What follows belongs to an exercise in optimizing a design on an open flow for small area; a production flow would make more cautious choices. Only simulation tests tie the RTL to the original design; equivalence was not proved.

== oak ==
## process_r
module process_r (
        ap_clk,
        ap_rst,
        ap_start,
        ap_done,
        ap_idle,
        ap_ready,
        ap_ce,
        incr_V,
        ap_return_0,
        ap_return_1
);
Size in the first run: ~4100 cells after synthesis, ~430 flip-flops, roughly 71 I/O pins, roughly 38000 um^2 of cells after synthesis.
clock: 9.0 ns
lec_check: 0
cap_margin: 30
core_margin: 5
core_utilization: 50
cts_cluster_diameter: 80
cts_cluster_size: 25
slew_margin: 30
synth_memory_max_bits: 32768
standard.sh (not shown) runs the stock make flow with config.mk's settings and CLKGATE_MAP_FILE= SYNTH_SCRIPT=/design/flow/synth_recipe.tcl, a recipe that flattens the netlist after the stock synthesis.
==> flow/flow/run.sh <==
#!/bin/bash
# Own flow: the standard layout (standard.sh), with the synthesis
# script replaced by flow/my_synth.tcl (no early generic ABC pass, so that
# full adders are extracted with their polarity; area-oriented ABC mapping).
set -euo pipefail
here=$(pwd)
export FLOW_FLOW_ABC_SCRIPT=$here/flow/abc_area.script
sed "s#SYNTH_SCRIPT=[^ ]*#SYNTH_SCRIPT=$here/flow/my_synth.tcl#" standard.sh > my_standard.sh
grep -q "SYNTH_SCRIPT=$here/flow/my_synth.tcl" my_standard.sh
bash my_standard.sh > flow_make.log 2>&1
==> flow/flow/abc_area.script <==
strash
ifraig
dc2
strash
&get -n
&dch -f
&nf
&put
topo
stime -c
buffer -c
upsize -c
dnsize -c
==> flow/flow/my_synth.tcl <==
# The standard synthesis (synth_recipe.tcl), except that yosys synth skips
# its early generic ABC pass (-noabc), and the final ABC
# mapping uses flow/abc_area.script: area-oriented mapping followed by
# ABC's buffering and sizing. Registers are mapped exactly as in the
# standard synthesis; only the combinational mapping differs.
proc synth {args} { yosys synth -nofsm -noshare -noabc {*}$args }
proc abc {args} {
  set i [lsearch -exact $args -script]
  if { $i >= 0 } {
    lset args [expr {$i + 1}] $::env(FLOW_FLOW_ABC_SCRIPT)
  }
  yosys abc {*}$args
}
source $::env(SCRIPTS_DIR)/synth.tcl
# left out here: clear keep_hierarchy, flatten, clean up, hide names made inside functions, write 1_2_yosys.v
oak: done, clean on timing, DRC and antenna
Setup changes, oak to pine
- swapping 50 for 35 in CORE_UTILIZATION
- swapping 30 for 40 in SLEW_MARGIN
- putting GPL_TIMING_DRIVEN at 0 where nothing was set
- clearing CTS_CLUSTER_SIZE, which used to be 25
- swapping 30 for 40 in CAP_MARGIN
- clearing CTS_CLUSTER_DIAMETER, which used to be 80
- putting SETUP_SLACK_MARGIN at 0.3 where nothing was set
## What came out
pine: flow completed, timing, DRC and antenna clean. oak: PASS, flow complete, no timing, DRC or antenna violations. Summary of pine over oak: fraction of standard cell area in multi-input logic shrank by 2.5 points, sequential share of layout area lower, final instance count without filler cells higher. Final cycle utilization of the critical path (pine over oak): increase, 8.9 points. oak -> pine: well-tap cell count increased by more than a quarter. [compare] base=oak new=pine: total global-route track usage up 5.8 points; synthesized cell count flat.
Changes in birch relative to pine:
- changing CORE_UTILIZATION from 35 to 40
- removing GPL_TIMING_DRIVEN (formerly 0)
==> flow/flow/abc_area.script <==
strash
ifraig
dc2
strash
&get -n
&dch -f
&nf
&put
--- a/flow/flow/my_synth.tcl
+++ b/flow/flow/my_synth.tcl
@@ -2,4 +2,4 @@
 # its early generic ABC pass (-noabc), and the final ABC
-# mapping uses flow/abc_area.script: area-oriented mapping followed by
-# ABC's buffering and sizing. Registers are mapped exactly as in the
+# mapping uses flow/abc_area.script: area-oriented mapping only (the
+# layout flow buffers and sizes). Registers are mapped exactly as in the
 # standard synthesis; only the combinational mapping differs.
Results
- birch ends up with a via density per instance that is 0.30 lower than in pine.
- A worst setup path endpoint of upy_q is what birch shows, while c0_q[2] belongs to pine.
- Changes observed in birch relative to pine: largest net degree at the start of global routing now larger.
- Looking at slowest cell on the critical path, the sky130_fd_sc_hd__edfxtp_1 result is from pine; the sky130_fd_sc_hd__fa_1 one comes from birch.
- Global-route wire length before repair in birch vs pine: down about 28%
- Slew at the pin with the worst max-slew slack, pine and birch, higher one = pine.
Edits applied to the flow inputs when going from birch to maple:
--- a/flow/flow/abc_area.script
+++ b/flow/flow/abc_area.script
@@ -8 +8,6 @@
 &put
+topo
+stime -c
+buffer -c
+upsize -c
+dnsize -c
--- a/flow/flow/my_synth.tcl
+++ b/flow/flow/my_synth.tcl
@@ -2,4 +2,4 @@
 # its early generic ABC pass (-noabc), and the final ABC
-# mapping uses flow/abc_area.script: area-oriented mapping only (the
-# layout flow buffers and sizes). Registers are mapped exactly as in the
+# mapping uses flow/abc_area.script: area-oriented mapping followed by
+# ABC's buffering and sizing. Registers are mapped exactly as in the
 # standard synthesis; only the combinational mapping differs.
Notes after the runs:
Having completed the whole flow, maple delivered a layout that passed the timing, design-rule and antenna checks. Diff maple and birch: final cell utilization of the core lower in maple. When the final numbers for maple and birch were put side by side, the synthesized area turned out to be greater in maple. On worst hold slack after final layout, the higher figure sits with maple, not birch.
### maple -> cedar
- setting CTS_CLUSTER_SIZE to 30 for the first time
- setting CTS_CLUSTER_DIAMETER to 100 for the first time
==> run notes <==
- | initial antenna violation count | cedar vs maple | 3 higher |
- Count of filler cells inserted in the layout for cedar is higher than for maple.
- On synthesized cell count, cedar and maple are basically level.
- Comparing cedar and maple, share of the clock period used by the worst path after layout is lower on cedar.
- cedar vs maple on diode insertion count for antenna repair: cedar is the higher one.

## port drivers added, routing unchanged
Ports are ideal in the flow. The routed layouts listed here were re-timed in OpenROAD.
Step 1, drivers: a clkbuf_16 drives ap_clk and a buf_2 each remaining input, both assumed.
Step 2, shift: input delay + t, output delay - t, t = (earliest + latest rising clock arrival at the registers) / 2. This alone moves slack from input paths to output paths.
Slacks: ideal / step 1 / step 2; pairs: ideal / step 1.
run	shift t [ns]	setup WS [ns]	worst setup path after step 2	cell pins on the clock port's net
oak	0.660	1.319 / 1.319 / 1.319	register to register	1
pine	0.715	0.518 / 0.518 / 0.518	register to register	1
birch	0.695	0.862 / 0.862 / 0.862	register to register	1
maple	0.698	1.086 / 1.086 / 1.086	register to register	1
cedar	0.677	1.122 / 1.122 / 1.122	register to register	1
After both steps every run listed still meets setup and hold.
